From an optimization exercise on the open Yosys and OpenROAD flow, aimed at small area; shortcuts taken in it are not production practice. The RTL was checked by simulation tests, not by an equivalence proof against the original design. No activity file was given, so power comes from the tool's default toggle rates.

==> flow/design.v (outline; a module is shown in full before it is edited, if it fits) <==
// module I2cExpAndMuxMaster: 215 lines
// module I2cExpAndMuxReqArbiter: 478 lines
// module vfchd_i2cmux: 241 lines
module vfchd_i2cmux (
    input           Clk_ik,
    input           Rst_irq,
    input           IoExpApp12Int_ian,
    input           IoExpApp34Int_ian,
    input           IoExpBstEthInt_ian,
    input           IoExpLosInt_ian,
    input           IoExpBlmInInt_ian,
    output          InitDone_oq,
    output [4:0]    VmeGa_onqb5,
    output          VmeGaP_onq,
    input  [7:0]    Led_ib8,
    output [7:0]    StatusLed_ob8,
    input           GpIo1A2B_i,
    input           EnGpIo1Term_i,
    input           GpIo2A2B_i,
    input           EnGpIo2Term_i,
    input           GpIo34A2B_i,
    input           EnGpIo3Term_i,
    input           EnGpIo4Term_i,
    output          StatusGpIo1A2B_oq,
    output          StatusEnGpIo1Term_oq,
    output          StatusGpIo2A2B_oq,
    output          StatusEnGpIo2Term_oq,
    output          StatusGpIo34A2B_oq,
    output          StatusEnGpIo3Term_oq,
    output          StatusEnGpIo4Term_oq,
    output [7:0]    BlmIn_oqb8,
    output          AppSfp1Present_oq,
    output [15:0]   AppSfp1Id_oq16,
    output          AppSfp1TxFault_oq,
    output          AppSfp1Los_oq,
    input           AppSfp1TxDisable_i,
    input           AppSfp1RateSelect_i,
    output          StatusAppSfp1TxDisable_oq,
    output          StatusAppSfp1RateSelect_oq,
    output          AppSfp2Present_oq,
    output [15:0]   AppSfp2Id_oq16,
    output          AppSfp2TxFault_oq,
    output          AppSfp2Los_oq,
    input           AppSfp2TxDisable_i,
    input           AppSfp2RateSelect_i,
    output          StatusAppSfp2TxDisable_oq,
    output          StatusAppSfp2RateSelect_oq,
    output          AppSfp3Present_oq,
    output [15:0]   AppSfp3Id_oq16,
    output          AppSfp3TxFault_oq,
    output          AppSfp3Los_oq,
    input           AppSfp3TxDisable_i,
    input           AppSfp3RateSelect_i,
    output          StatusAppSfp3TxDisable_oq,
    output          StatusAppSfp3RateSelect_oq,
    output          AppSfp4Present_oq,
    output [15:0]   AppSfp4Id_oq16,
    output          AppSfp4TxFault_oq,
    output          AppSfp4Los_oq,
    input           AppSfp4TxDisable_i,
    input           AppSfp4RateSelect_i,
    output          StatusAppSfp4TxDisable_oq,
    output          StatusAppSfp4RateSelect_oq,
    output          BstSfpPresent_oq,
    output [15:0]   BstSfpId_oq16,
    output          BstSfpTxFault_oq,
    output          BstSfpLos_oq,
    input           BstSfpTxDisable_i,
    input           BstSfpRateSelect_i,
    output          StatusBstSfpTxDisable_oq,
    output          StatusBstSfpRateSelect_oq,
    output          EthSfpPresent_oq,
    output [15:0]   EthSfpId_oq16,
    output          EthSfpTxFault_oq,
    output          EthSfpLos_oq,
    input           EthSfpTxDisable_i,
    input           EthSfpRateSelect_i,
    output          StatusEthSfpTxDisable_oq,
    output          StatusEthSfpRateSelect_oq,
    output          CdrLos_oq,
    output          CdrLol_oq,
  // ...
==> flow/flow/run.sh <==
#!/bin/bash
# Standard ORFS flow (the standard.sh, unchanged synthesis) with smaller port buffers
# and a clock tree of fewer, mid-size buffers.
set -euo pipefail
bash standard.sh \
  BUFFER_PORTS_ARGS="-buffer_cell sky130_fd_sc_hd__buf_1" \
  CTS_ARGS="-sink_clustering_enable -repair_clock_nets -buf_list sky130_fd_sc_hd__clkbuf_8 -sink_clustering_size 16 -sink_clustering_max_diameter 60 -dont_use_dummy_load" \
  finish > standard_flow.log 2>&1
==> flow/standard.sh <==
#!/bin/bash
# synth_recipe.tcl (not shown) runs the flow's synth.tcl, then flattens the netlist and writes it again
# the make line also repeats each setting of config.mk as NAME=value (left out here)
make -C /OpenROAD-flow-scripts/flow DESIGN_CONFIG=/design/flow/config.mk WORK_HOME=/design/flow/orfs CLKGATE_MAP_FILE= SYNTH_SCRIPT=/design/flow/synth_recipe.tcl "${@:-finish}"
==> flow/config.mk <==
export PLATFORM = sky130hd
export DESIGN_NAME = vfchd_i2cmux
export DESIGN_NICKNAME = vfchd_i2cmux
export VERILOG_FILES = /design/flow/design.v
export SDC_FILE = /design/flow/constraint.sdc
export NUM_CORES = 4
export LEC_CHECK = 0
export CAP_MARGIN = 20
export CORE_MARGIN = 2
export CORE_UTILIZATION = 75
export SLEW_MARGIN = 20
==> flow/constraint.sdc <==
create_clock -name core_clock -period 10.0 [get_ports {Clk_ik}]
set_input_delay 2.0000 -clock core_clock [delete_from_list [all_inputs] [get_ports {Clk_ik}]]
set_output_delay 2.0000 -clock core_clock [all_outputs]
set_load 0.01 [all_outputs]
==> flow_metrics.py, run 1 <==
metrics = {
    "worst_setup_path": {
        "r2r_cells": 7,
        "path_depth": 7,
        "crit_family": "simple AND/OR/NAND/NOR gates",
        "arrival_ps": 4450,
    },
    "drt": {
        "viasPerCell": 6.67,
        "post_drt_wl_per_cell_um": 22.1,
        "wl_met1_um": 17300,
        "drtIter0Drc": 1783,
        "wl_met2_um": 21200,
    },
    "status": {
        "status": "finished clean",
    },
    "timing": {
        "setup_viol": 0,
        "fmax_mhz": 237,
        "timing.hold.ws_ps": 337,
        "tightest_slew_ps": 1260,
        "hold_viol": 0,
    },
    "die": {
        "io_pins": 296,
        "die_area_um2": 23100,
        "tap_cells": 280,
        "start_util_pct": 75.9,
        "core-area_um2": 21700,
    },
    "place": {
        "place_inst": 2046,
        "gp_congestion": 0.942,
    },
    "layout": {
        "sh_seq_area_pct": 53.6,
        "nFillCells": 1282,
        "top_area_cell_class": "flip-flops and latches",
        "top_register": "i_Arbiter.GlobalConfigReg_q32",
        "drive_above_1_share_pct": 5.07,
        "utilization_pct": 83.5,
        "area_growth_pct": 10.1,
        "largestRegisters": "i_Arbiter.GlobalConfigReg_q32 x32, i_Arbiter.BlmInMuteOthersCnt_c24 x24",
    },
    "global_routing": {
        "top_usage_layer": "met2",
        "grt_pass1_vias": 13021,
    },
    "power_and_ir_drop": {
        "seq_power_uw": 1920,
        "power_frac_seq_pct": 53.8,
        "p_sw_uw": 1220,
        "power_leader": "registers",
    },
    "logic_synthesis": {
        "muxShareOfSynthArea_pct": 1.41,
        "ys_types": 81,
        "synth_fa_ha_area_share_pct": 1.44,
        "post_synth.cell_area_avg_um2": 10.7,
    },
    "clock_network": {
        "cts-root-buf": "clkbuf_8",
        "cts-buffers-inserted": 28,
    },
    "min_path": {
        "min_path_cells": 0,
    },
}
==> run 2: changes to the inputs <==
--- a/flow/config.mk
+++ b/flow/config.mk
@@ -9,3 +9,3 @@
 export CORE_MARGIN = 2
-export CORE_UTILIZATION = 75
+export CORE_UTILIZATION = 40
 export SLEW_MARGIN = 20
==> flow_metrics.py, run 2 <==
metrics = {
    "status": {
        "status": "finished clean",
    },
    "worst_setup_path": {
        "critPathKind": "input port to flip-flop",
        "critical_path_required_ps": 10450,
        "r2r_cells": 7,
        "arrival_ps": 4200,
        "critPathSlowestCell": "nand4b_2",
        "end_kind": "flip-flop",
        "critPathLaunchType": "input port",
        "slowest_delay_ps": 510,
        "worstPathCellList": "buf_1, xor2_1, nor4_1, a21oi_1, nor4b_4, nand4b_2, a32oi_1, nor2_1",
        "cp_max_fo": 18,
    },
    "timing": {
        "slew_viol_final": 0,
        "final.min_clock_period_ps": 3740,
        "min_period_over_period_pct": 37.4,
        "rsz0062_at_grt": "no",
        "tightest_slew_ps": 1050,
        "hold_viol": 0,
        "finalSetupTns_ps": 0,
        "fin_worst_skew_ps": 76.0,
        "setup_viol": 0,
        "fmax_mhz": 267,
        "slew_headroom_pct": 29.8,
    },
    "min_path": {
        "holdCritPathClass": "flip-flop to flip-flop",
        "min_path_cells": 0,
    },
    "power_and_ir_drop": {
        "leakage_uw": 0.00628,
        "powerDensity_nw_per_um2": 196,
        "finalPower_uw": 3650,
        "ir_drop_uv": 97.1,
    },
    "drt": {
        "dr.pass1.iters": 5,
        "via_count": 12999,
        "post_drt_wl_per_cell_um": 20.6,
        "routed_wl_um": 48200,
        "viasPerCell": 5.55,
        "ant_nets": 0,
        "drc": 0,
        "drtIter0Drc": 1030,
    },
    "layout": {
        "top_register": "i_Arbiter.GlobalConfigReg_q32",
        "mostFrequentLayoutCells": "buf_1, edfxtp_1, nand2_1, dfxtp_1, nor2_1",
        "nets": 1924,
        "largest_reg_flops": 32,
        "drive_above_1_share_pct": 5.69,
        "layout_commonest_cell": "buf_1",
        "area_growth_pct": 12.9,
        "largestRegisters": "i_Arbiter.GlobalConfigReg_q32 x32, i_Arbiter.BlmInMuteOthersCnt_c24 x24",
        "diodes": 0,
        "nFillCells": 3890,
    },
    "logic_synthesis": {
        "netlist_instances": 1541,
        "synthFlopType": "edfxtp_1",
        "synth_common_cells": "edfxtp_1, nand2_1, dfxtp_1",
        "synth_largest_area_cell": "edfxtp_1",
        "ys_ff_latch": 372,
        "post_synth.cell_area_avg_um2": 10.7,
        "syn-num-nets": 1654,
        "ys_warn_count": 2,
        "synth_top_area_share_pct": 41.2,
        "post-synth-top-count-cell": "edfxtp_1",
        "ys_seq_area_share_pct": 59.0,
        "synth_area_um2": 16500,
        "ys_types": 81,
        "synthTopCellsByArea": "edfxtp_1, dfxtp_1, nand2_1, a21oi_1, nor2_1",
        "synth_edf_count": 226,
        "async_reset_ff_share_pct": 0,
    },
    "global_routing": {
        "top_usage_layer": "met2",
        "grtUsageMet2_pct": 37.2,
        "grt_max_degree": 93,
        "track_usage_pct": 22.3,
        "grt_pass1_wl_um": 72800,
        "use_met3_pct": 3.72,
        "antenna_found_initial": 2,
        "grt-ovfl-total": 0,
        "grt_pass1_vias": 12173,
        "grt_use_met1_pct": 29.0,
    },
    "clock_network": {
        "holdBufCountCts": 0,
        "clk_pin_slew_ps": 90,
        "htreeDepth": 2,
        "clk_latency_ps": 600,
        "post_cts_buffers": 0,
        "cts-buffers-inserted": 36,
        "cts_resized": 0,
        "cts.sinks": 372,
        "cts-root-buf": "clkbuf_8",
        "cts_tree": "yes",
        "clockBufferDepth": 3,
    },
    "die": {
        "rows": 74,
        "die_area_um2": 42800,
        "start_util_pct": 40.4,
        "core-area_um2": 40700,
        "die_h_um": 207,
        "io_pins": 296,
        "die_width_um": 207,
    },
    "place": {
        "port_buffers": 295,
        "dp_hpwl_um": 35200,
        "gp_congestion": 0.915,
    },
    "job": {
        "maxCapViolations": 0,
    },
}
## run 2: cell counts after synthesis
No cell type changed its count.
## run 2: stage by stage
step	std cells	worst slack [ps]	cell area (µm²)	hold slack, ps	utilization (%)
2_1_floorplan	1541	6190	16500	310	-
4_1_cts	2340	6320	18600	296	45.6
3_5_place_dp	2304	5680	18100	313	44.3
5_1_grt	2341	5980	18600	313	45.6
6_report	2341	6260	18600	281	45.6
3_3_place_gp	2304	5740	18100	317	44.3
## run 2: final timing paths
path,startpoint,end,slack [ps]
hold / removal,i_Arbiter.IoExpApp34Int_x3[0],i_Arbiter.IoExpApp34Int_x3[1],280
hold reg to reg,i_Arbiter.IoExpApp34Int_x3[0],i_Arbiter.IoExpApp34Int_x3[1],280
setup / recovery,Led_ib8[1],i_Arbiter.I2cAccReqMask_b8[1],6260
setup reg to reg,i_Master.State_qb4[0],i_Arbiter.BstSfpPresent_oq,6270
## run 2: area by class of cell
type                            count  area, µm²  area share (%)
Clock buffer                       36        495            2.67
Inverter                           29        109           0.586
Multi-Input combinational cell   1051       6290            33.9
Sequential cell                   372       9710            52.2
Tap cell                          532        666            3.58
Timing Repair Buffer              321       1310            7.05
## run 2: cell families (layout without fill, tap and decap cells)
logic type	Yosys count	count (layout)	synth area share, %
muxes	20	20	1.41
and+or+nand+nor	575	575	16.9
AOI/OAI and AO/OA	353	353	13.9
buffers and inverters	118	386	2.87
xor gates and xnor gates	84	84	4.47
adders and majority gates	19	19	1.44
DFF	372	372	59.0
## run 2: power by group
| group | total [µW] | leakage [µW] | internal (µW) | switching (µW) |
|---|---|---|---|---|
| clock | 803 | 0.000259 | 322 | 481 |
| sequential | 1890 | 0.00341 | 1790 | 104 |
| combinational | 951 | 0.00261 | 299 | 652 |
## run 2: critical path, delay by kind of cell
family / cells / cell delay, ps
AND/OR/NAND/NOR: 4 / 1380
AO/OA/AOI/OAI: 2 / 580
XOR/XNOR: 1 / 140
buffers and inverters: 1 / 90
## run 2: routing by layer
| metal | share of wire, % | wire length, µm |
|---|---|---|
| met1 | 42 | 20300 |
| met2 | 49 | 23500 |
| met3 | 5.3 | 2540 |
| met4 | 3.6 | 1720 |
| met5 | 0.062 | 30 |
==> run 3: changes to the inputs <==
--- a/flow/config.mk
+++ b/flow/config.mk
@@ -9,3 +9,3 @@
 export CORE_MARGIN = 2
-export CORE_UTILIZATION = 40
+export CORE_UTILIZATION = 60
 export SLEW_MARGIN = 20
==> flow_metrics.py, run 3 <==
metrics = {
    "timing": {
        "timing.hold.ws_ps": 334,
        "tightest_slew_ps": 1080,
        "finalSetupTns_ps": 0,
        "fin_worst_skew_ps": 54.8,
        "slew_viol_final": 0,
        "rsz0062_at_grt": "no",
        "final.min_clock_period_ps": 3770,
        "hold_viol": 0,
        "slew_headroom_pct": 27.5,
        "setup_viol": 0,
        "min_period_over_period_pct": 37.7,
        "fmax_mhz": 265,
    },
    "min_path": {
        "min_from": "i_Arbiter.IoExpApp12Int_x3[0]",
        "min_to": "i_Arbiter.IoExpApp12Int_x3[1]",
        "min_path_cells": 0,
        "holdCritPathClass": "flip-flop to flip-flop",
    },
    "layout": {
        "utilization_pct": 67.6,
        "regArea_um2": 9710,
        "mostFrequentLayoutCells": "buf_1, edfxtp_1, nand2_1, dfxtp_1, nor2_1",
        "drive_above_1_share_pct": 5.17,
        "nFillCells": 2121,
        "largest_reg_flops": 32,
        "multi_input_area_um2": 6290,
        "nets": 1915,
        "stdcell_count": 2141,
        "fin_area_um2": 18200,
        "layout_commonest_cell": "buf_1",
        "top_register": "i_Arbiter.GlobalConfigReg_q32",
        "area_growth_pct": 10.8,
        "largestRegisters": "i_Arbiter.GlobalConfigReg_q32 x32, i_Arbiter.BlmInMuteOthersCnt_c24 x24",
        "diodes": 0,
    },
    "die": {
        "die_area_um2": 28800,
        "core-area_um2": 27000,
        "rows": 60,
        "die_h_um": 170,
        "die_width_um": 170,
        "io_pins": 296,
        "start_util_pct": 61.1,
    },
    "power_and_ir_drop": {
        "ir_drop_uv": 114,
        "powerDensity_nw_per_um2": 194,
        "leakage_uw": 0.00622,
    },
    "worst_setup_path": {
        "crit_path_start": "Led_ib8[6]",
        "r2r_cells": 7,
        "critPathLaunchType": "input port",
        "critical_path_required_ps": 10440,
        "arrival_ps": 4210,
        "r2r_slack_ps": 6380,
        "critPathKind": "input port to flip-flop",
        "timing.rr.start": "i_Arbiter.State_q[0]",
        "end_kind": "flip-flop",
        "rr_endpoint": "i_Arbiter.AppSfp1Id_oq16[12]",
        "cp_max_fo": 18,
    },
    "logic_synthesis": {
        "post-synth-top-count-cell": "edfxtp_1",
        "synth_edf_count": 226,
        "post_synth.cell_area_avg_um2": 10.7,
        "synthTopCellsByArea": "edfxtp_1, dfxtp_1, nand2_1, a21oi_1, nor2_1",
        "async_reset_ff_share_pct": 0,
        "synth_top_area_share_pct": 41.2,
        "synthFlopType": "edfxtp_1",
        "ys_warn_count": 2,
        "synth_area_um2": 16500,
        "ys_types": 81,
        "netlist_instances": 1541,
        "synth_largest_area_cell": "edfxtp_1",
        "ys_ff_latch": 372,
        "ys_seq_area_share_pct": 59.0,
        "syn-num-nets": 1654,
        "synth_common_cells": "edfxtp_1, nand2_1, dfxtp_1",
    },
    "clock_network": {
        "cts-buffers-inserted": 29,
        "holdBufCountCts": 0,
        "clk_pin_slew_ps": 90,
        "clockBufferDepth": 3,
        "cts.sinks": 372,
        "post_cts_buffers": 0,
        "cts_resized": 0,
        "clk_latency_ps": 600,
        "htreeDepth": 1,
        "cts_tree": "yes",
        "cts-root-buf": "clkbuf_8",
    },
    "job": {
        "maxCapViolations": 0,
    },
    "drt": {
        "post_drt_wl_per_cell_um": 20.8,
        "ant_nets": 0,
        "drtIter0Drc": 1337,
        "routed_wl_um": 44600,
        "drc": 0,
        "viasPerCell": 6.13,
        "dr.pass1.iters": 6,
        "via_count": 13126,
    },
    "place": {
        "dp_hpwl_um": 32100,
        "placed_area_um2": 17800,
        "gp_congestion": 0.928,
        "port_buffers": 295,
        "place_inst": 2111,
    },
    "global_routing": {
        "grt_pass1_vias": 12011,
        "grt_pass1_wl_um": 68000,
        "antenna_found_initial": 0,
        "grt_max_degree": 85,
        "track_usage_pct": 30.3,
        "grt-ovfl-total": 0,
    },
    "status": {
        "status": "finished clean",
    },
}
-- run 3: worst max path at each step --
stage	cells after the start	slack, ps	endpoint
finish	8	6230	i_Arbiter.I2cAccReqMask_b8[0]
detailed placement	8	5600	i_Arbiter.I2cAccReqMask_b8[1]
CTS	8	6230	i_Arbiter.I2cAccReqMask_b8[2]
floorplan	8	6190	i_Arbiter.State_q[4]
global placement	8	5610	i_Arbiter.I2cAccReqMask_b8[2]
global route	7	6030	i_Arbiter.BstSfpId_oq16[11]
-- run 3: through the flow --
stage               worst slack (ps)  power (µW)
floorplan                       6190        2530
global placement                5610        2830
detailed placement              5600        2840
CTS                             6230        3530
global route                    6030        3690
finish                          6230        3540
-- run 3: worst max-delay path: stages --
cell and delay [ps]:
buf_1 90, xor2_1 140, nor4_1 420, a21oi_1 260
nor4b_4 430, nand4b_2 480, a32oi_1 330, nor2_1 60
-- run 3: area by class of cell --
| type | instances | area share (%) |
|---|---|---|
| sequential | 372 | 53.3 |
| multi-input combinational | 1051 | 34.5 |
| timing repair buffer | 319 | 7.12 |
| tap | 341 | 2.34 |
| clock buffer | 29 | 2.19 |
| inverter | 29 | 0.597 |
-- run 3: cell families (layout without fill, tap and decap cells) --
group                    count (synthesis)  count (layout)  synth area share, %
AND/OR/NAND/NOR                        575             575                 16.9
flip-flops                             372             372                 59.0
AO/OA/AOI/OAI                          353             353                 13.9
buffers and inverters                  118             377                 2.87
XOR/XNOR                                84              84                 4.47
multiplexers                            20              20                 1.41
adder cells (fa/ha/maj)                 19              19                 1.44
-- run 3: routing by layer --
layer / up-vias / GRT usage (%) / wire length [µm]
met5: - / 0 / 0
met4: 0 / 7.17 / 933
met3: 72 / 4.48 / 3920
met2: 692 / 47.1 / 20000
met1: 6256 / 45.1 / 19700
li1: 6106 / - / -
-- run 3: report_power, final --
group	total, µW	switching [µW]	internal [µW]
Combinational	927	629	297
Clock	705	447	258
Sequential	1910	117	1790
==> run 4: changes to the inputs <==
==> flow/flow/run.sh (replaced) <==
#!/bin/bash
# Standard ORFS flow (the standard.sh, unchanged synthesis) with smaller port buffers
# and a clock tree of fewer, mid-size buffers.
set -euo pipefail
bash standard.sh \
  BUFFER_PORTS_ARGS="-buffer_cell sky130_fd_sc_hd__buf_1" \
  CTS_ARGS="-sink_clustering_enable -repair_clock_nets -buf_list sky130_fd_sc_hd__clkbuf_8 -sink_clustering_size 20 -sink_clustering_max_diameter 50 -dont_use_dummy_load" \
  finish > standard_flow.log 2>&1
==> flow_metrics.py, run 4 <==
metrics = {
    "status": {
        "status": "finished clean",
    },
    "logic_synthesis": {
        "synth_largest_area_cell": "edfxtp_1",
        "syn-num-nets": 1654,
        "post-synth-top-count-cell": "edfxtp_1",
        "synth_edf_count": 226,
        "ys_types": 81,
        "post_synth.cell_area_avg_um2": 10.7,
        "synthTopCellsByArea": "edfxtp_1, dfxtp_1, nand2_1, a21oi_1, nor2_1",
        "synth_common_cells": "edfxtp_1, nand2_1, dfxtp_1",
        "ys_warn_count": 2,
        "netlist_instances": 1541,
        "async_reset_ff_share_pct": 0,
        "ys_seq_area_share_pct": 59.0,
        "synth_top_area_share_pct": 41.2,
        "synthFlopType": "edfxtp_1",
        "synth_area_um2": 16500,
        "ys_ff_latch": 372,
    },
    "min_path": {
        "min_path_cells": 0,
        "min_to": "i_Arbiter.IoExpApp34Int_x3[1]",
        "holdCritPathClass": "flip-flop to flip-flop",
        "min_from": "i_Arbiter.IoExpApp34Int_x3[0]",
    },
    "drt": {
        "post_drt_wl_per_cell_um": 20.7,
        "dr.pass1.iters": 8,
        "drc": 0,
        "via_count": 13116,
        "routed_wl_um": 44500,
        "ant_nets": 0,
        "drtIter0Drc": 1305,
        "viasPerCell": 6.12,
    },
    "power_and_ir_drop": {
        "leakage_uw": 0.00624,
        "ir_drop_uv": 108,
        "power_frac_seq_pct": 53.7,
        "p_sw_uw": 1190,
        "intPower_uw": 2360,
        "powerDensity_nw_per_um2": 195,
        "combPwrFrac_pct": 26.0,
        "p_sw_share_pct": 33.5,
        "p_clk_share_pct": 20.3,
    },
    "worst_setup_path": {
        "worstPathCellList": "buf_1, xor2_1, nor4_1, a21oi_1, nor4b_4, nand4b_2, a32oi_1, nor2_1",
        "end_kind": "flip-flop",
        "critPathSlowestCell": "nand4b_2",
        "cp_max_fo": 18,
        "rr_endpoint": "i_Arbiter.BstSfpId_oq16[10]",
        "critical_path_required_ps": 10430,
        "slowest_delay_ps": 490,
        "timing.rr.start": "i_Master.State_qb4[0]",
        "r2r_cells": 7,
        "critPathKind": "input port to flip-flop",
        "arrival_ps": 4210,
        "r2r_slack_ps": 6380,
        "critPathLaunchType": "input port",
    },
    "die": {
        "core-area_um2": 27000,
        "die_h_um": 170,
        "io_pins": 296,
        "die_width_um": 170,
        "start_util_pct": 61.1,
        "die_area_um2": 28800,
        "rows": 60,
    },
    "clock_network": {
        "cts_tree": "yes",
        "holdBufCountCts": 0,
        "cts.sinks": 372,
        "clk_latency_ps": 620,
        "cts_resized": 0,
        "htreeDepth": 1,
        "clk_pin_slew_ps": 110,
        "cts-root-buf": "clkbuf_8",
        "clockBufferDepth": 3,
        "cts-buffers-inserted": 31,
        "post_cts_buffers": 0,
    },
    "timing": {
        "setup_viol": 0,
        "slew_viol_final": 0,
        "min_period_over_period_pct": 37.8,
        "timing.hold.ws_ps": 292,
        "slew_headroom_pct": 29.6,
        "finalSetupTns_ps": 0,
        "final.min_clock_period_ps": 3780,
        "tightest_slew_ps": 1050,
        "fmax_mhz": 265,
        "fin_ws_ps": 6220,
        "fin_worst_skew_ps": 54.6,
        "rsz0062_at_grt": "no",
        "hold_viol": 0,
    },
    "place": {
        "dp_hpwl_um": 32100,
        "detailedPlace.worstSlack_ps": 5600,
        "place_inst": 2111,
        "port_buffers": 295,
        "gp_congestion": 0.928,
    },
    "global_routing": {
        "grt-ovfl-total": 0,
        "track_usage_pct": 30.3,
        "grt_max_degree": 85,
        "antenna_found_initial": 0,
        "grt_pass1_vias": 12043,
        "grt_pass1_wl_um": 68000,
    },
    "layout": {
        "area_growth_pct": 11.0,
        "top_register": "i_Arbiter.GlobalConfigReg_q32",
        "nets": 1917,
        "utilization_pct": 67.8,
        "largest_reg_flops": 32,
        "largestRegisters": "i_Arbiter.GlobalConfigReg_q32 x32, i_Arbiter.BlmInMuteOthersCnt_c24 x24",
        "layout_commonest_cell": "buf_1",
        "drive_above_1_share_pct": 5.27,
        "stdcell_count": 2144,
        "mostFrequentLayoutCells": "buf_1, edfxtp_1, nand2_1, dfxtp_1, nor2_1",
    },
    "job": {
        "maxCapViolations": 0,
    },
}
-- run 4: cell counts after synthesis --
No cell type changed its count.
-- run 4: metal layers --
metal	global-route usage [%]	vias up	part of all wire [%]	wire length, µm
met4	6.69	0	1.6	720
met3	5.13	59	8.8	3910
met5	0	-	0	0
met2	47.0	663	45	20200
li1	-	6122	-	-
met1	45.1	6272	44	19700
-- run 4: metrics by stage --
stage | total power, µW | cell area [µm²]
after floorplan | 2530 | 16500
after global placement | 2830 | 17800
after detailed placement | 2840 | 17800
after CTS | 3550 | 18200
after global routing | 3720 | 18300
final | 3550 | 18300
-- run 4: layout make-up --
| cell class | instances | area (µm²) |
|---|---|---|
| sequential | 372 | 9710 |
| fill | 2116 | 8690 |
| multi-input combinational | 1051 | 6290 |
| timing repair buffer | 319 | 1300 |
| clock buffer | 31 | 427 |
| tap | 341 | 427 |
| inverter | 29 | 109 |
| antenna | 1 | 2.50 |
-- run 4: worst max path at each step --
stage / from / to / slack, ps / cells after the start
floorplan: GpIo34A2B_i / i_Arbiter.State_q[4] / 6190 / 8
global placement: Led_ib8[1] / i_Arbiter.I2cAccReqMask_b8[2] / 5610 / 8
detailed placement: Led_ib8[1] / i_Arbiter.I2cAccReqMask_b8[1] / 5600 / 8
CTS: Led_ib8[1] / i_Arbiter.I2cAccReqMask_b8[2] / 6220 / 8
global route: i_Master.State_qb4[0] / i_Arbiter.BstSfpId_oq16[10] / 6010 / 7
finish: Led_ib8[1] / i_Arbiter.I2cAccReqMask_b8[0] / 6220 / 8
-- run 4: critical path, delay by kind of cell --
family | cells | cell delay, ps
buffers and inverters | 1 | 110
AOI/OAI and AO/OA | 2 | 580
xor gates and xnor gates | 1 | 160
and+or+nand+nor | 4 | 1370
-- run 4: power groups by stage --
stage	registers, µW	clock network (µW)	logic (µW)
after floorplan	1920	0	618
after global placement	1940	0	892
after detailed placement	1940	0	904
after CTS	1910	734	908
after global routing	1920	785	1010
final	1910	721	925
-- run 4: kinds of logic (layout without fill, tap and decap cells) --
| kind of cell | count (synthesis) | count (layout) | synth area share [%] |
|---|---|---|---|
| AND/OR/NAND/NOR | 575 | 575 | 16.9 |
| flip-flops | 372 | 372 | 59.0 |
| AO/OA/AOI/OAI | 353 | 353 | 13.9 |
| buffers and inverters | 118 | 379 | 2.87 |
| XOR/XNOR | 84 | 84 | 4.47 |
| multiplexers | 20 | 20 | 1.41 |
| adder cells (fa/ha/maj) | 19 | 19 | 1.44 |
| other | 0 | 1 | 0 |
==> run 5: changes to the inputs <==
==> flow/flow/run.sh (replaced) <==
#!/bin/bash
# Standard ORFS flow (the standard.sh, unchanged synthesis) with smaller port buffers
# and a clock tree of fewer, mid-size buffers.
set -euo pipefail
bash standard.sh \
  BUFFER_PORTS_ARGS="-buffer_cell sky130_fd_sc_hd__buf_1" \
  CTS_ARGS="-sink_clustering_enable -repair_clock_nets -buf_list sky130_fd_sc_hd__clkbuf_16 -sink_clustering_size 24 -sink_clustering_max_diameter 50 -dont_use_dummy_load" \
  finish > standard_flow.log 2>&1
==> flow_metrics.py, run 5 <==
metrics = {
    "clock_network": {
        "cts-buffers-inserted": 31,
        "clockBufferDepth": 3,
        "cts-root-buf": "clkbuf_16",
        "cts_tree": "yes",
        "cts.sinks": 372,
        "htreeDepth": 1,
        "cts_resized": 0,
        "holdBufCountCts": 0,
        "clk_latency_ps": 580,
        "post_cts_buffers": 0,
        "clk_pin_slew_ps": 80,
    },
    "place": {
        "dp_hpwl_um": 32100,
        "detailedPlace.worstSlack_ps": 5600,
        "gp_congestion": 0.928,
        "place_inst": 2111,
        "port_buffers": 295,
    },
    "power_and_ir_drop": {
        "p_sw_share_pct": 31.9,
        "combPwrFrac_pct": 24.0,
        "p_clk_share_pct": 26.6,
        "ir_drop_uv": 129,
        "intPower_uw": 2630,
        "power_frac_seq_pct": 49.4,
        "leakage_uw": 0.00640,
        "powerDensity_nw_per_um2": 208,
        "p_sw_uw": 1230,
    },
    "drt": {
        "post_drt_wl_per_cell_um": 20.8,
        "dr.pass1.iters": 5,
        "ant_nets": 0,
        "via_count": 13215,
        "drtIter0Drc": 1303,
        "drc": 0,
        "viasPerCell": 6.17,
        "routed_wl_um": 44600,
    },
    "logic_synthesis": {
        "synth_common_cells": "edfxtp_1, nand2_1, dfxtp_1",
        "netlist_instances": 1541,
        "synth_edf_count": 226,
        "ys_seq_area_share_pct": 59.0,
        "synth_largest_area_cell": "edfxtp_1",
        "syn-num-nets": 1654,
        "synthFlopType": "edfxtp_1",
        "post_synth.cell_area_avg_um2": 10.7,
        "synthTopCellsByArea": "edfxtp_1, dfxtp_1, nand2_1, a21oi_1, nor2_1",
        "ys_ff_latch": 372,
        "synth_top_area_share_pct": 41.2,
        "synth_area_um2": 16500,
        "ys_types": 81,
        "ys_warn_count": 2,
        "post-synth-top-count-cell": "edfxtp_1",
        "async_reset_ff_share_pct": 0,
    },
    "worst_setup_path": {
        "timing.rr.start": "i_Master.State_qb4[0]",
        "end_kind": "flip-flop",
        "arrival_ps": 4210,
        "critPathSlowestCell": "nand4b_2",
        "r2r_cells": 7,
        "critical_path_required_ps": 10390,
        "crit_family": "simple AND/OR/NAND/NOR gates",
        "r2r_slack_ps": 6350,
        "worstPathCellList": "buf_1, xor2_1, nor4_1, a21oi_1, nor4b_4, nand4b_2, a32oi_1, nor2_1",
        "critical_path.n_buffers_inverters": 1,
        "critPathKind": "input port to flip-flop",
        "rr_endpoint": "i_Arbiter.BstSfpId_oq16[10]",
        "cp_max_fo": 18,
        "slowest_delay_ps": 470,
        "critPathLaunchType": "input port",
    },
    "timing": {
        "final.min_clock_period_ps": 3820,
        "fmax_mhz": 262,
        "tightest_slew_ps": 1060,
        "slew_viol_final": 0,
        "hold_viol": 0,
        "fin_worst_skew_ps": 43.4,
        "rsz0062_at_grt": "no",
        "slew_headroom_pct": 29.5,
        "finalSetupTns_ps": 0,
        "fin_ws_ps": 6180,
        "setup_viol": 0,
        "min_period_over_period_pct": 38.2,
    },
    "job": {
        "maxCapViolations": 0,
    },
    "global_routing": {
        "grt_pass1_vias": 12063,
        "antenna_found_initial": 0,
        "track_usage_pct": 30.4,
        "grt_pass1_wl_um": 68200,
        "grt_max_degree": 85,
        "grt-ovfl-total": 0,
    },
    "layout": {
        "nFillCells": 2091,
        "multi_input_area_um2": 6290,
        "largest_reg_flops": 32,
        "mostFrequentLayoutCells": "buf_1, edfxtp_1, nand2_1, dfxtp_1, nor2_1",
        "nets": 1917,
        "area_growth_pct": 13.1,
        "layout_commonest_cell": "buf_1",
        "regArea_um2": 9710,
        "drive_above_1_share_pct": 5.33,
        "utilization_pct": 69.1,
        "largestRegisters": "i_Arbiter.GlobalConfigReg_q32 x32, i_Arbiter.BlmInMuteOthersCnt_c24 x24",
        "diodes": 0,
        "top_register": "i_Arbiter.GlobalConfigReg_q32",
        "stdcell_count": 2143,
    },
    "min_path": {
        "min_to": "i_Arbiter.IoExpApp34Int_x3[1]",
        "min_from": "i_Arbiter.IoExpApp34Int_x3[0]",
        "holdCritPathClass": "flip-flop to flip-flop",
        "min_path_cells": 0,
    },
    "die": {
        "die_width_um": 170,
        "rows": 60,
        "die_area_um2": 28800,
        "io_pins": 296,
        "core-area_um2": 27000,
        "start_util_pct": 61.1,
        "die_h_um": 170,
    },
    "status": {
        "status": "finished clean",
    },
}
-- run 5: cell count changes in the layout (fill, tap and decap cells not counted), sizes merged --
cell / previous run / this run
diode: 1 / 0
-- run 5: metrics by stage --
step           total power, µW  instance area, µm²  hold slack [ps]
6_report                  3860               18600              303
4_1_cts                   3850               18600              300
2_1_floorplan             2530               16500              310
3_5_place_dp              2840               17800              313
5_1_grt                   4030               18600              302
3_3_place_gp              2830               17800              310
-- run 5: power by group through the flow --
stage          registers (µW)  clock network (µW)  logic (µW)
2_1_floorplan            1920                   0         618
3_3_place_gp             1940                   0         892
3_5_place_dp             1940                   0         904
4_1_cts                  1910                1040         909
5_1_grt                  1930                1090        1010
6_report                 1910                1030         927
-- run 5: area by class of cell --
| cell class | count | area share, % |
|---|---|---|
| Clock buffer | 31 | 4.17 |
| Inverter | 29 | 0.585 |
| Multi-Input combinational cell | 1051 | 33.8 |
| Sequential cell | 372 | 52.2 |
| Tap cell | 341 | 2.29 |
| Timing Repair Buffer | 319 | 6.98 |
-- run 5: layer usage --
layer / GRT usage [%] / routed length, µm
met5: 0 / 0
met2: 47.3 / 20200
met4: 6.76 / 773
met1: 45.0 / 19700
met3: 5.34 / 4000
-- run 5: logic make-up after synthesis --
kind of cell               synth area share, %
AOI/OAI and AO/OA                         13.9
DFF                                       59.0
xor gates and xnor gates                  4.47
buffers and inverters                     2.87
adders and majority gates                 1.44
muxes                                     1.41
and+or+nand+nor                           16.9
-- run 5: worst reg2reg max path, stage by stage, from the launching register on --
cell	delay [ps]
dfxtp_1	660
nand2_1	250
nor3_2	530
o211ai_1	180
buf_4	250
o21ai_0	700
o21ai_0	300
nand2_1	430
-- run 5: worst max-delay path by stage --
stage / slack, ps / from / cells past startpoint / endpoint
after floorplan: 6190 / GpIo34A2B_i / 8 / i_Arbiter.State_q[4]
after global placement: 5610 / Led_ib8[1] / 8 / i_Arbiter.I2cAccReqMask_b8[2]
after detailed placement: 5600 / Led_ib8[1] / 8 / i_Arbiter.I2cAccReqMask_b8[1]
after CTS: 6170 / Led_ib8[1] / 8 / i_Arbiter.I2cAccReqMask_b8[2]
after global routing: 5990 / i_Master.State_qb4[0] / 7 / i_Arbiter.BstSfpId_oq16[10]
final: 6180 / Led_ib8[1] / 8 / i_Arbiter.I2cAccReqMask_b8[0]
==> module I2cExpAndMuxMaster, before the edit <==
module I2cExpAndMuxMaster
#(  parameter g_SclHalfPeriod = 10'd256)
(
    input             Clk_ik,
    input             Rst_irq,
    input             IoExpWrReq_i,
    output            IoExpWrOn_oq,
    input             IoExpRdReq_i,
    output            IoExpRdOn_oq,
    input       [2:0] IoExpAddr_ib3,
    input       [1:0] IoExpRegAddr_ib2,
    input       [7:0] IoExpData_ib8,
    input             I2cSlaveWrReq_i,
    output            I2cSlaveWrOn_o,
    input             I2cSlaveRdReq_i,
    output            I2cSlaveRdOn_o,
    input       [3:0] I2cTarget_ib4,
    input       [7:0] I2cSlaveRegAddr_ib8,
    input       [7:0] I2cSlaveByte_ib8,
    output            Busy_o,
    output            TrnDone_o,         
    output            NewByteRead_op,
    output      [7:0] ByteOut_ob8,
    input             Scl_ioz,
    input             Sda_ioz,
    output reg        SclOe_o,
    output reg        SdaOe_o
);
localparam CW = (g_SclHalfPeriod >= 512) ? 10 : (g_SclHalfPeriod >= 256) ? 9 : (g_SclHalfPeriod >= 128) ? 8 :
                (g_SclHalfPeriod >= 64) ? 7 : (g_SclHalfPeriod >= 32) ? 6 : (g_SclHalfPeriod >= 16) ? 5 :
                (g_SclHalfPeriod >= 8) ? 4 : (g_SclHalfPeriod >= 4) ? 3 : 2;
localparam  s_Idle           = 4'h0,
            s_IdleA          = 4'h1,      
            s_FetchCommand   = 4'h2,
            s_StartExecution = 4'h3,
            s_StartSda1      = 4'h4,
            s_StartScl1      = 4'h5,
            s_StartSda0      = 4'h6,
            s_StartScl0      = 4'h7,
            s_SendScl0       = 4'h8,
            s_SendScl1       = 4'h9,
            s_GetScl0        = 4'ha,
            s_GetScl1        = 4'hb,
            s_StopSda0       = 4'hc,
            s_StopScl1       = 4'hd,
            s_StopSda1       = 4'he,
            s_IdleFirst      = 4'hf;      
localparam  c_IoExpWriteSeq = 2'd0,
            c_IoExpReadSeq  = 2'd1,
            c_I2cSlaveRead  = 2'd2,
            c_I2cSlaveWrite = 2'd3;
localparam  c_GoToIdle     = 3'd0,
            c_SendStartBit = 3'd1,
            c_SendStopBit  = 3'd2,
            c_SendByte     = 3'd3,
            c_GetByte      = 3'd4;
reg  [3:0]    State_qb4, NextState_ab4;
reg  [CW-1:0] SclCounter_c;
reg  [3:0]    BitCounter_c4;
reg  [7:0]    ShReg_b8;               
reg  [1:0]    ActiveSequence_b2;
reg  [3:0]    CommandPointer_c4;      
reg  [3:0]    Target_qb4;             
reg  [7:0]    RegAddr_qb8;
reg  [7:0]    Data_qb8;
wire       Idle = State_qb4 == s_Idle || State_qb4 == s_IdleA;
wire       Accept = Idle && (IoExpWrReq_i || IoExpRdReq_i || I2cSlaveWrReq_i || I2cSlaveRdReq_i);
wire       SlaveAcc = ~IoExpWrReq_i && ~IoExpRdReq_i;
wire       CntDone = SclCounter_c == g_SclHalfPeriod;
assign Busy_o         = ~Idle;
assign TrnDone_o      = State_qb4 == s_IdleA;
assign IoExpWrOn_oq   = Busy_o && ActiveSequence_b2 == c_IoExpWriteSeq;
assign IoExpRdOn_oq   = Busy_o && ActiveSequence_b2 == c_IoExpReadSeq;
assign I2cSlaveRdOn_o = Busy_o && ActiveSequence_b2 == c_I2cSlaveRead;
assign I2cSlaveWrOn_o = Busy_o && ActiveSequence_b2 == c_I2cSlaveWrite;
assign ByteOut_ob8    = ShReg_b8;
assign NewByteRead_op = State_qb4 == s_StartExecution &&
                        ((ActiveSequence_b2 == c_IoExpReadSeq && CommandPointer_c4 == 4'd6) ||
                         (ActiveSequence_b2 == c_I2cSlaveRead && CommandPointer_c4 == 4'ha));
wire [6:0] SlaveAddr_b7 = (Target_qb4[3] && Target_qb4[2:1] == 2'b10) ? 7'h55 :
                          (Target_qb4[3] && Target_qb4[2:1] == 2'b11) ? 7'h40 :
                                                                        {6'b101000, Target_qb4[0]};
wire [7:0] MuxAddrByte = {6'h38, Target_qb4[3], 1'b0};
wire [7:0] IoExpAddrByte = {4'b0100, Target_qb4[2:0], 1'b0};
reg  [2:0] Command_b3;
reg  [7:0] Byte_b8;
always @* begin
    Byte_b8 = 8'h00;
    case (ActiveSequence_b2)
    c_IoExpWriteSeq: case (CommandPointer_c4)
        4'd0: Command_b3 = c_SendStartBit;
        4'd1: begin Command_b3 = c_SendByte; Byte_b8 = IoExpAddrByte; end
        4'd2: begin Command_b3 = c_SendByte; Byte_b8 = RegAddr_qb8; end
        4'd3: begin Command_b3 = c_SendByte; Byte_b8 = Data_qb8; end
        4'd4: Command_b3 = c_SendStopBit;
        default: Command_b3 = c_GoToIdle;
        endcase
    c_IoExpReadSeq: case (CommandPointer_c4)
        4'd0: Command_b3 = c_SendStartBit;
        4'd1: begin Command_b3 = c_SendByte; Byte_b8 = IoExpAddrByte; end
        4'd2: begin Command_b3 = c_SendByte; Byte_b8 = RegAddr_qb8; end
        4'd3: Command_b3 = c_SendStartBit;
        4'd4: begin Command_b3 = c_SendByte; Byte_b8 = IoExpAddrByte | 8'h01; end
        4'd5: Command_b3 = c_GetByte;
        4'd6: Command_b3 = c_SendStopBit;
        default: Command_b3 = c_GoToIdle;
        endcase
    c_I2cSlaveRead: case (CommandPointer_c4)
        4'h0: Command_b3 = c_SendStartBit;
        4'h1: begin Command_b3 = c_SendByte; Byte_b8 = MuxAddrByte; end
        4'h2: begin Command_b3 = c_SendByte; Byte_b8 = {5'b0, 1'b1, Target_qb4[2:1]}; end
        4'h3: Command_b3 = c_SendStopBit;
        4'h4: Command_b3 = c_SendStartBit;
        4'h5: begin Command_b3 = c_SendByte; Byte_b8 = {SlaveAddr_b7, 1'b0}; end
        4'h6: begin Command_b3 = c_SendByte; Byte_b8 = RegAddr_qb8; end
        4'h7: Command_b3 = c_SendStartBit;
        4'h8: begin Command_b3 = c_SendByte; Byte_b8 = {SlaveAddr_b7, 1'b1}; end
        4'h9: Command_b3 = c_GetByte;
        4'ha: Command_b3 = c_SendStopBit;
        4'hb: Command_b3 = c_SendStartBit;
        4'hc: begin Command_b3 = c_SendByte; Byte_b8 = MuxAddrByte; end
        4'hd: Command_b3 = c_SendByte;
        4'he: Command_b3 = c_SendStopBit;
        default: Command_b3 = c_GoToIdle;
        endcase
    default: case (CommandPointer_c4)
        4'h0: Command_b3 = c_SendStartBit;
        4'h1: begin Command_b3 = c_SendByte; Byte_b8 = MuxAddrByte; end
        4'h2: begin Command_b3 = c_SendByte; Byte_b8 = {5'b0, 1'b1, Target_qb4[2:1]}; end
        4'h3: Command_b3 = c_SendStopBit;
        4'h4: Command_b3 = c_SendStartBit;
        4'h5: begin Command_b3 = c_SendByte; Byte_b8 = {SlaveAddr_b7, 1'b0}; end
        4'h6: begin Command_b3 = c_SendByte; Byte_b8 = RegAddr_qb8; end
        4'h7: begin Command_b3 = c_SendByte; Byte_b8 = Data_qb8; end
        4'h8: Command_b3 = c_SendStopBit;
        4'h9: Command_b3 = c_SendStartBit;
        4'ha: begin Command_b3 = c_SendByte; Byte_b8 = MuxAddrByte; end
        4'hb: Command_b3 = c_SendByte;
        4'hc: Command_b3 = c_SendStopBit;
        default: Command_b3 = c_GoToIdle;
        endcase
    endcase
end
always @* begin
    NextState_ab4 = State_qb4;
    case (State_qb4)
    s_Idle:           if (Accept) NextState_ab4 = s_FetchCommand;
    s_IdleA:          NextState_ab4 = Accept ? s_FetchCommand : s_Idle;
    s_IdleFirst:      NextState_ab4 = s_IdleA;
    s_FetchCommand:   NextState_ab4 = s_StartExecution;
    s_StartExecution: case (Command_b3)
                      c_SendStartBit: NextState_ab4 = s_StartSda1;
                      c_SendByte:     NextState_ab4 = s_SendScl0;
                      c_GetByte:      NextState_ab4 = s_GetScl0;
                      c_SendStopBit:  NextState_ab4 = s_StopSda0;
                      default:        NextState_ab4 = s_IdleFirst;
                      endcase
    s_StartSda1: if (CntDone) NextState_ab4 = s_StartScl1;
    s_StartScl1: if (CntDone) NextState_ab4 = s_StartSda0;
    s_StartSda0: if (CntDone) NextState_ab4 = s_StartScl0;
    s_StartScl0: if (CntDone) NextState_ab4 = s_FetchCommand;
    s_SendScl0:  if (CntDone) NextState_ab4 = (BitCounter_c4 == 4'd9) ? s_FetchCommand : s_SendScl1;
    s_SendScl1:  if (CntDone) NextState_ab4 = s_SendScl0;
    s_GetScl0:   if (CntDone) NextState_ab4 = (BitCounter_c4 == 4'd9) ? s_FetchCommand : s_GetScl1;
    s_GetScl1:   if (CntDone) NextState_ab4 = s_GetScl0;
    s_StopSda0:  if (CntDone) NextState_ab4 = s_StopScl1;
    s_StopScl1:  if (CntDone) NextState_ab4 = s_StopSda1;
    s_StopSda1:  if (CntDone) NextState_ab4 = s_FetchCommand;
    endcase
end
always @(posedge Clk_ik) State_qb4 <= Rst_irq ? s_Idle : NextState_ab4;
reg LineOk;
always @* case (State_qb4)
    s_StartSda1, s_StopSda1:                                  LineOk =  Sda_ioz;
    s_StartSda0, s_StopSda0:                                  LineOk = ~Sda_ioz;
    s_StartScl1, s_SendScl1, s_GetScl1, s_StopScl1:           LineOk =  Scl_ioz;
    default:                                                  LineOk = ~Scl_ioz;
endcase
always @(posedge Clk_ik) begin
    if (State_qb4 == s_StartExecution || CntDone || !LineOk) SclCounter_c <= {CW{1'b0}};
    else                                                     SclCounter_c <= SclCounter_c + 1'b1;
    if (State_qb4 == s_StartExecution) BitCounter_c4 <= 4'h0;
    else if ((State_qb4 == s_SendScl1 || State_qb4 == s_GetScl1) && CntDone) BitCounter_c4 <= BitCounter_c4 + 1'b1;
    if (Idle || State_qb4 == s_IdleFirst) CommandPointer_c4 <= 4'hf;
    else if (State_qb4 == s_FetchCommand)                CommandPointer_c4 <= CommandPointer_c4 + 1'b1;
    if (State_qb4 == s_GetScl1 && CntDone && BitCounter_c4 != 4'd8) ShReg_b8 <= {ShReg_b8[6:0], Sda_ioz};
    if (Accept) begin
        ActiveSequence_b2 <= IoExpWrReq_i ? c_IoExpWriteSeq :
                             IoExpRdReq_i ? c_IoExpReadSeq  :
                             I2cSlaveWrReq_i ? c_I2cSlaveWrite : c_I2cSlaveRead;
        Target_qb4  <= SlaveAcc ? I2cTarget_ib4 : {1'b0, IoExpAddr_ib3};
        RegAddr_qb8 <= SlaveAcc ? I2cSlaveRegAddr_ib8 : {6'b0, IoExpRegAddr_ib2};
        if (IoExpWrReq_i)                      Data_qb8 <= IoExpData_ib8;
        else if (~IoExpRdReq_i && I2cSlaveWrReq_i) Data_qb8 <= I2cSlaveByte_ib8;
    end
end
always @(posedge Clk_ik) begin
    if (Rst_irq) begin
        SclOe_o <= 1'b0;
        SdaOe_o <= 1'b0;
    end else case (State_qb4)
        s_Idle, s_IdleA, s_IdleFirst: begin SclOe_o <= 1'b0; SdaOe_o <= 1'b0; end
        s_StartSda1, s_StopSda1: SdaOe_o <= 1'b0;
        s_StartSda0, s_StopSda0: SdaOe_o <= 1'b1;
        s_StartScl1, s_SendScl1, s_GetScl1, s_StopScl1: SclOe_o <= 1'b0;
        s_StartScl0: SclOe_o <= 1'b1;
        s_SendScl0: begin
            SclOe_o <= 1'b1;
            if (SclCounter_c == g_SclHalfPeriod[9:1]) SdaOe_o <= BitCounter_c4[3] ? 1'b0 : !Byte_b8[~BitCounter_c4[2:0]];
        end
        s_GetScl0: begin SclOe_o <= 1'b1; SdaOe_o <= 1'b0; end
        default: ;
    endcase
end
endmodule
==> run 6: changes to the inputs <==
--- a/flow/design.v
+++ b/flow/design.v
@@ -52,7 +52,2 @@
             c_I2cSlaveWrite = 2'd3;
-localparam  c_GoToIdle     = 3'd0,
-            c_SendStartBit = 3'd1,
-            c_SendStopBit  = 3'd2,
-            c_SendByte     = 3'd3,
-            c_GetByte      = 3'd4;
 reg  [3:0]    State_qb4, NextState_ab4;
@@ -80,66 +75,37 @@
                          (ActiveSequence_b2 == c_I2cSlaveRead && CommandPointer_c4 == 4'ha));
-wire [6:0] SlaveAddr_b7 = (Target_qb4[3] && Target_qb4[2:1] == 2'b10) ? 7'h55 :
-                          (Target_qb4[3] && Target_qb4[2:1] == 2'b11) ? 7'h40 :
-                                                                        {6'b101000, Target_qb4[0]};
+wire [3:0] Cp  = CommandPointer_c4;
+wire SeqIoW  = ActiveSequence_b2 == c_IoExpWriteSeq;
+wire SeqIoR  = ActiveSequence_b2 == c_IoExpReadSeq;
+wire SeqMuxR = ActiveSequence_b2 == c_I2cSlaveRead;
+wire SeqMuxW = ActiveSequence_b2 == c_I2cSlaveWrite;
+wire CmdStart = Cp == 4'd0 || (SeqIoR && Cp == 4'd3) ||
+                ((SeqMuxR || SeqMuxW) && Cp == 4'd4) || (SeqMuxR && (Cp == 4'd7 || Cp == 4'hb)) ||
+                (SeqMuxW && Cp == 4'd9);
+wire CmdStop  = (SeqIoW && Cp == 4'd4) || (SeqIoR && Cp == 4'd6) ||
+                ((SeqMuxR || SeqMuxW) && Cp == 4'd3) || (SeqMuxR && (Cp == 4'ha || Cp == 4'he)) ||
+                (SeqMuxW && (Cp == 4'd8 || Cp == 4'hc));
+wire CmdGet   = (SeqIoR && Cp == 4'd5) || (SeqMuxR && Cp == 4'd9);
+wire CmdSend  = (Cp == 4'd1 || Cp == 4'd2) || (SeqIoW && Cp == 4'd3) || (SeqIoR && Cp == 4'd4) ||
+                ((SeqMuxR || SeqMuxW) && (Cp == 4'd5 || Cp == 4'd6)) ||
+                (SeqMuxR && (Cp == 4'd8 || Cp == 4'hc || Cp == 4'hd)) ||
+                (SeqMuxW && (Cp == 4'd7 || Cp == 4'ha || Cp == 4'hb));
+wire SeqIo  = ~ActiveSequence_b2[1];
+wire SeqMux =  ActiveSequence_b2[1];
+wire KIoAddr  = SeqIo && (Cp == 4'd1 || (ActiveSequence_b2[0] && Cp == 4'd4));
+wire KRegAddr = (SeqIo && Cp == 4'd2) || (SeqMux && Cp == 4'd6);
+wire KData    = (ActiveSequence_b2 == c_IoExpWriteSeq && Cp == 4'd3) || (ActiveSequence_b2 == c_I2cSlaveWrite && Cp == 4'd7);
+wire KMuxAddr = SeqMux && (Cp == 4'd1 || (ActiveSequence_b2[0] ? Cp == 4'ha : Cp == 4'hc));
+wire KChannel = SeqMux && Cp == 4'd2;
+wire KSlave   = SeqMux && (Cp == 4'd5 || (~ActiveSequence_b2[0] && Cp == 4'd8));
+wire Rw       = SeqIo ? Cp[2] : Cp[3];        
+wire [2:0] Bi = ~BitCounter_c4[2:0];
+wire Si57x = Target_qb4[3] && Target_qb4[2:1] == 2'b10;
+wire Cdr   = Target_qb4[3] && Target_qb4[2:1] == 2'b11;
+wire [7:0] IoAddrByte  = {4'b0100, Target_qb4[2:0], Rw};
 wire [7:0] MuxAddrByte = {6'h38, Target_qb4[3], 1'b0};
-wire [7:0] IoExpAddrByte = {4'b0100, Target_qb4[2:0], 1'b0};
-reg  [2:0] Command_b3;
-reg  [7:0] Byte_b8;
-always @* begin
-    Byte_b8 = 8'h00;
-    case (ActiveSequence_b2)
-    c_IoExpWriteSeq: case (CommandPointer_c4)
-        4'd0: Command_b3 = c_SendStartBit;
-        4'd1: begin Command_b3 = c_SendByte; Byte_b8 = IoExpAddrByte; end
-        4'd2: begin Command_b3 = c_SendByte; Byte_b8 = RegAddr_qb8; end
-        4'd3: begin Command_b3 = c_SendByte; Byte_b8 = Data_qb8; end
-        4'd4: Command_b3 = c_SendStopBit;
-        default: Command_b3 = c_GoToIdle;
-        endcase
-    c_IoExpReadSeq: case (CommandPointer_c4)
-        4'd0: Command_b3 = c_SendStartBit;
-        4'd1: begin Command_b3 = c_SendByte; Byte_b8 = IoExpAddrByte; end
-        4'd2: begin Command_b3 = c_SendByte; Byte_b8 = RegAddr_qb8; end
-        4'd3: Command_b3 = c_SendStartBit;
-        4'd4: begin Command_b3 = c_SendByte; Byte_b8 = IoExpAddrByte | 8'h01; end
-        4'd5: Command_b3 = c_GetByte;
-        4'd6: Command_b3 = c_SendStopBit;
-        default: Command_b3 = c_GoToIdle;
-        endcase
-    c_I2cSlaveRead: case (CommandPointer_c4)
-        4'h0: Command_b3 = c_SendStartBit;
-        4'h1: begin Command_b3 = c_SendByte; Byte_b8 = MuxAddrByte; end
-        4'h2: begin Command_b3 = c_SendByte; Byte_b8 = {5'b0, 1'b1, Target_qb4[2:1]}; end
-        4'h3: Command_b3 = c_SendStopBit;
-        4'h4: Command_b3 = c_SendStartBit;
-        4'h5: begin Command_b3 = c_SendByte; Byte_b8 = {SlaveAddr_b7, 1'b0}; end
-        4'h6: begin Command_b3 = c_SendByte; Byte_b8 = RegAddr_qb8; end
-        4'h7: Command_b3 = c_SendStartBit;
-        4'h8: begin Command_b3 = c_SendByte; Byte_b8 = {SlaveAddr_b7, 1'b1}; end
-        4'h9: Command_b3 = c_GetByte;
-        4'ha: Command_b3 = c_SendStopBit;
-        4'hb: Command_b3 = c_SendStartBit;
-        4'hc: begin Command_b3 = c_SendByte; Byte_b8 = MuxAddrByte; end
-        4'hd: Command_b3 = c_SendByte;
-        4'he: Command_b3 = c_SendStopBit;
-        default: Command_b3 = c_GoToIdle;
-        endcase
-    default: case (CommandPointer_c4)
-        4'h0: Command_b3 = c_SendStartBit;
-        4'h1: begin Command_b3 = c_SendByte; Byte_b8 = MuxAddrByte; end
-        4'h2: begin Command_b3 = c_SendByte; Byte_b8 = {5'b0, 1'b1, Target_qb4[2:1]}; end
-        4'h3: Command_b3 = c_SendStopBit;
-        4'h4: Command_b3 = c_SendStartBit;
-        4'h5: begin Command_b3 = c_SendByte; Byte_b8 = {SlaveAddr_b7, 1'b0}; end
-        4'h6: begin Command_b3 = c_SendByte; Byte_b8 = RegAddr_qb8; end
-        4'h7: begin Command_b3 = c_SendByte; Byte_b8 = Data_qb8; end
-        4'h8: Command_b3 = c_SendStopBit;
-        4'h9: Command_b3 = c_SendStartBit;
-        4'ha: begin Command_b3 = c_SendByte; Byte_b8 = MuxAddrByte; end
-        4'hb: Command_b3 = c_SendByte;
-        4'hc: Command_b3 = c_SendStopBit;
-        default: Command_b3 = c_GoToIdle;
-        endcase
-    endcase
-end
+wire [7:0] ChannelByte = {5'b0, 1'b1, Target_qb4[2:1]};
+wire [7:0] SlaveByte   = {1'b1, 1'b0, ~Cdr, 1'b0, Si57x, 1'b0, Si57x || (~Cdr && Target_qb4[0]), Rw};
+wire SendBit = (KIoAddr  && IoAddrByte[Bi])  || (KRegAddr && RegAddr_qb8[Bi]) ||
+               (KData    && Data_qb8[Bi])    || (KMuxAddr && MuxAddrByte[Bi]) ||
+               (KChannel && ChannelByte[Bi]) || (KSlave   && SlaveByte[Bi]);
 always @* begin
@@ -151,9 +117,4 @@
     s_FetchCommand:   NextState_ab4 = s_StartExecution;
-    s_StartExecution: case (Command_b3)
-                      c_SendStartBit: NextState_ab4 = s_StartSda1;
-                      c_SendByte:     NextState_ab4 = s_SendScl0;
-                      c_GetByte:      NextState_ab4 = s_GetScl0;
-                      c_SendStopBit:  NextState_ab4 = s_StopSda0;
-                      default:        NextState_ab4 = s_IdleFirst;
-                      endcase
+    s_StartExecution: NextState_ab4 = CmdStart ? s_StartSda1 : CmdSend ? s_SendScl0 : CmdGet ? s_GetScl0 :
+                                      CmdStop ? s_StopSda0 : s_IdleFirst;
     s_StartSda1: if (CntDone) NextState_ab4 = s_StartScl1;
@@ -209,3 +170,3 @@
             SclOe_o <= 1'b1;
-            if (SclCounter_c == g_SclHalfPeriod[9:1]) SdaOe_o <= BitCounter_c4[3] ? 1'b0 : !Byte_b8[~BitCounter_c4[2:0]];
+            if (SclCounter_c == g_SclHalfPeriod[9:1]) SdaOe_o <= BitCounter_c4[3] ? 1'b0 : !SendBit;
         end
==> flow/flow/run.sh (replaced) <==
#!/bin/bash
# Standard ORFS flow (the standard.sh, unchanged synthesis) with smaller port buffers
# and a clock tree of fewer, mid-size buffers.
set -euo pipefail
bash standard.sh \
  BUFFER_PORTS_ARGS="-buffer_cell sky130_fd_sc_hd__buf_1" \
  CTS_ARGS="-sink_clustering_enable -repair_clock_nets -buf_list sky130_fd_sc_hd__clkbuf_8 -sink_clustering_size 16 -sink_clustering_max_diameter 60 -dont_use_dummy_load" \
  finish > standard_flow.log 2>&1
==> flow_metrics.py, run 6 <==
metrics = {
    "die": {
        "rows": 59,
        "die_area_um2": 27900,
        "core-area_um2": 26100,
        "start_util_pct": 61.2,
        "die_h_um": 167,
        "io_pins": 296,
        "die_width_um": 167,
    },
    "worst_setup_path": {
        "critPathKind": "input port to flip-flop",
        "r2r_cells": 5,
        "timing.rr.start": "i_Master.State_qb4[0]",
        "end_kind": "flip-flop",
        "critPathLaunchType": "input port",
        "cp_max_fo": 18,
        "slowest_delay_ps": 860,
        "critical_path_required_ps": 10470,
        "rr_endpoint": "i_Arbiter.EthSfpId_oq16[11]",
        "arrival_ps": 4460,
        "critPathSlowestCell": "or4_1",
        "r2r_slack_ps": 6050,
        "worstPathCellList": "buf_1, xor2_1, nor4_1, a41o_1, o2111ai_1, or4_1, a22oi_1, nor2_1",
    },
    "layout": {
        "area_growth_pct": 10.6,
        "top_register": "i_Arbiter.GlobalConfigReg_q32",
        "largestRegisters": "i_Arbiter.GlobalConfigReg_q32 x32, i_Arbiter.BlmInMuteOthersCnt_c24 x24",
        "largest_reg_flops": 32,
        "mostFrequentLayoutCells": "buf_1, edfxtp_1, nand2_1, dfxtp_1, nor2_1",
        "layout_commonest_cell": "buf_1",
        "nets": 1809,
        "diodes": 0,
        "nFillCells": 2071,
        "drive_above_1_share_pct": 4.60,
    },
    "logic_synthesis": {
        "synth_edf_count": 226,
        "synth_top_area_share_pct": 42.5,
        "synthTopCellsByArea": "edfxtp_1, dfxtp_1, nand2_1, a21oi_1, xnor2_1",
        "netlist_instances": 1442,
        "synthFlopType": "edfxtp_1",
        "ys_ff_latch": 372,
        "syn-num-nets": 1554,
        "synth_largest_area_cell": "edfxtp_1",
        "post-synth-top-count-cell": "edfxtp_1",
        "ys_seq_area_share_pct": 60.9,
        "async_reset_ff_share_pct": 0,
        "synth_area_um2": 16000,
        "synth_common_cells": "edfxtp_1, nand2_1, dfxtp_1",
        "ys_types": 74,
        "ys_warn_count": 2,
        "post_synth.cell_area_avg_um2": 11.1,
    },
    "clock_network": {
        "cts_tree": "yes",
        "cts_resized": 0,
        "clk_latency_ps": 600,
        "post_cts_buffers": 0,
        "htreeDepth": 1,
        "clockBufferDepth": 3,
        "cts-buffers-inserted": 29,
        "holdBufCountCts": 0,
        "clk_pin_slew_ps": 90,
        "cts-root-buf": "clkbuf_8",
        "cts.sinks": 372,
    },
    "global_routing": {
        "use_met3_pct": 4.92,
        "antenna_found_initial": 1,
        "grtUsageMet2_pct": 45.2,
        "grt_max_degree": 62,
        "grt_pass1_vias": 11517,
        "grt_use_met1_pct": 44.0,
        "track_usage_pct": 29.6,
        "top_usage_layer": "met2",
        "grt_pass1_wl_um": 65500,
        "grt-ovfl-total": 0,
    },
    "power_and_ir_drop": {
        "powerDensity_nw_per_um2": 203,
        "power_frac_seq_pct": 55.4,
        "leakage_uw": 0.00603,
        "ir_drop_uv": 123,
        "p_clk_share_pct": 19.8,
        "p_sw_share_pct": 33.1,
        "p_sw_uw": 1180,
        "combPwrFrac_pct": 24.8,
        "intPower_uw": 2390,
    },
    "timing": {
        "final.min_clock_period_ps": 3990,
        "finalSetupTns_ps": 0,
        "tightest_slew_ps": 1130,
        "setup_viol": 0,
        "fin_ws_ps": 6010,
        "fin_worst_skew_ps": 53.2,
        "slew_viol_final": 0,
        "rsz0062_at_grt": "no",
        "slew_headroom_pct": 23.9,
        "min_period_over_period_pct": 39.9,
        "hold_viol": 0,
        "fmax_mhz": 250,
    },
    "drt": {
        "drc": 0,
        "routed_wl_um": 42300,
        "drtIter0Drc": 1259,
        "via_count": 12421,
        "dr.pass1.iters": 5,
        "ant_nets": 0,
        "viasPerCell": 6.12,
        "post_drt_wl_per_cell_um": 20.8,
    },
    "min_path": {
        "holdCritPathClass": "flip-flop to flip-flop",
        "min_path_cells": 0,
        "min_to": "i_Arbiter.IoExpLosInt_x3[1]",
        "min_from": "i_Arbiter.IoExpLosInt_x3[0]",
    },
    "place": {
        "port_buffers": 295,
        "dp_hpwl_um": 30600,
        "gp_congestion": 0.945,
        "detailedPlace.worstSlack_ps": 5440,
    },
    "job": {
        "maxCapViolations": 0,
    },
    "status": {
        "status": "finished clean",
    },
}
run 6: worst max path at each step:
| stage | startpoint | endpoint | slack [ps] | cells after the start |
|---|---|---|---|---|
| after floorplan | EnGpIo4Term_i | i_Arbiter.I2cAccReqMask_b8[1] | 6080 | 9 |
| after global placement | EnGpIo1Term_i | i_Arbiter.I2cAccReqMask_b8[0] | 5470 | 8 |
| after detailed placement | EnGpIo1Term_i | i_Arbiter.I2cAccReqMask_b8[0] | 5440 | 8 |
| after CTS | i_Master.State_qb4[0] | i_Arbiter.EthSfpId_oq16[8] | 6020 | 5 |
| after global routing | i_Master.State_qb4[0] | i_Arbiter.EthSfpId_oq16[14] | 5650 | 5 |
| final | EnGpIo1Term_i | i_Arbiter.I2cAccReqMask_b8[0] | 6010 | 8 |
run 6: worst max-delay path, delay by kind of cell:
family	cells	cell delay, ps
AO/OA/AOI/OAI	3	810
XOR/XNOR	1	150
buffers and inverters	1	100
AND/OR/NAND/NOR	3	1400
run 6: through the flow:
| step | instance area [µm²] | util [%] | hold WS [ps] | power [µW] | std cells |
|---|---|---|---|---|---|
| 5_1_grt | 17600 | 67.7 | 330 | 3750 | 2030 |
| 6_report | 17600 | 67.7 | 326 | 3570 | 2030 |
| 4_1_cts | 17600 | 67.7 | 332 | 3570 | 2030 |
| 2_1_floorplan | 16000 | - | 310 | 2580 | 1442 |
| 3_3_place_gp | 17200 | 66.2 | 310 | 2870 | 2001 |
| 3_5_place_dp | 17200 | 66.2 | 312 | 2880 | 2001 |
run 6: cell families (layout without fill, tap and decap cells):
group | after synthesis | after routing | share of synthesized area [%]
AND/OR/NAND/NOR | 508 | 508 | 15.3
multiplexers | 28 | 28 | 2.26
XOR/XNOR | 88 | 88 | 4.83
AO/OA/AOI/OAI | 305 | 305 | 12.2
adder cells (fa/ha/maj) | 18 | 18 | 1.41
buffers and inverters | 123 | 376 | 3.10
flip-flops | 372 | 372 | 60.9
run 6: power by group through the flow:
stage	combinational, µW	clock [µW]	sequential [µW]
2_1_floorplan	634	0	1950
3_3_place_gp	859	0	2010
3_5_place_dp	868	0	2010
4_1_cts	871	718	1980
5_1_grt	971	771	2000
6_report	885	708	1980
run 6: layout make-up:
type,instances,area [µm²],share of cell area [%]
inverters,37,139,0.787
multi-input cells,947,5760,32.6
well taps,335,419,2.38
repair buffers,310,1220,6.93
flip-flops and latches,372,9710,55.0
clock buffers,29,399,2.26
run 6: per-layer routing:
layer | vias to the layer above | routed length (µm)
li1 | 5744 | -
met1 | 5901 | 18100
met2 | 702 | 18900
met3 | 74 | 4230
met4 | 0 | 1020
met5 | - | 0

## port drivers added, routing unchanged
How much do the figures lean on ideal ports? The routed layouts below were timed once more, with nothing changed but the port constraints.
Step 1, drivers: a clkbuf_16 drives Clk_ik and a buf_2 each remaining input, both assumed.
Step 2 times the ports against the registers' clock, not the clock port: input delays grow and output delays shrink by t, the midpoint of the rising clock arrivals with the driver on.
Three values: ideal, step 1, step 2; two values: the first two.
| run | t (ns) | setup slack, ns | worst setup path after step 2 | latest minus earliest clock arrival (ns) | worst register clock-pin slew, ns |
|---|---|---|---|---|---|
| run 1 | 0.627 | 5.778 / 5.778 / 5.525 | input to register | 0.061 / 0.061 | 0.10 / 0.10 |
| run 2 | 0.632 | 6.258 / 6.265 / 5.660 | input to register | 0.102 / 0.102 | 0.10 / 0.10 |
| run 3 | 0.619 | 6.225 / 6.249 / 5.630 | input to register | 0.057 / 0.058 | 0.10 / 0.10 |
| run 4 | 0.641 | 6.220 / 6.246 / 5.604 | input to register | 0.054 / 0.055 | 0.11 / 0.11 |
| run 5 | 0.605 | 6.176 / 6.205 / 5.599 | input to register | 0.043 / 0.043 | 0.09 / 0.09 |
| run 6 | 0.621 | 6.008 / 6.023 / 5.403 | input to register | 0.058 / 0.057 | 0.11 / 0.11 |
After both steps every run listed still meets setup and hold. For run 4, which loses most, drivers alone change the setup slack by +0.026 ns; drivers and shift together by -0.616 ns.
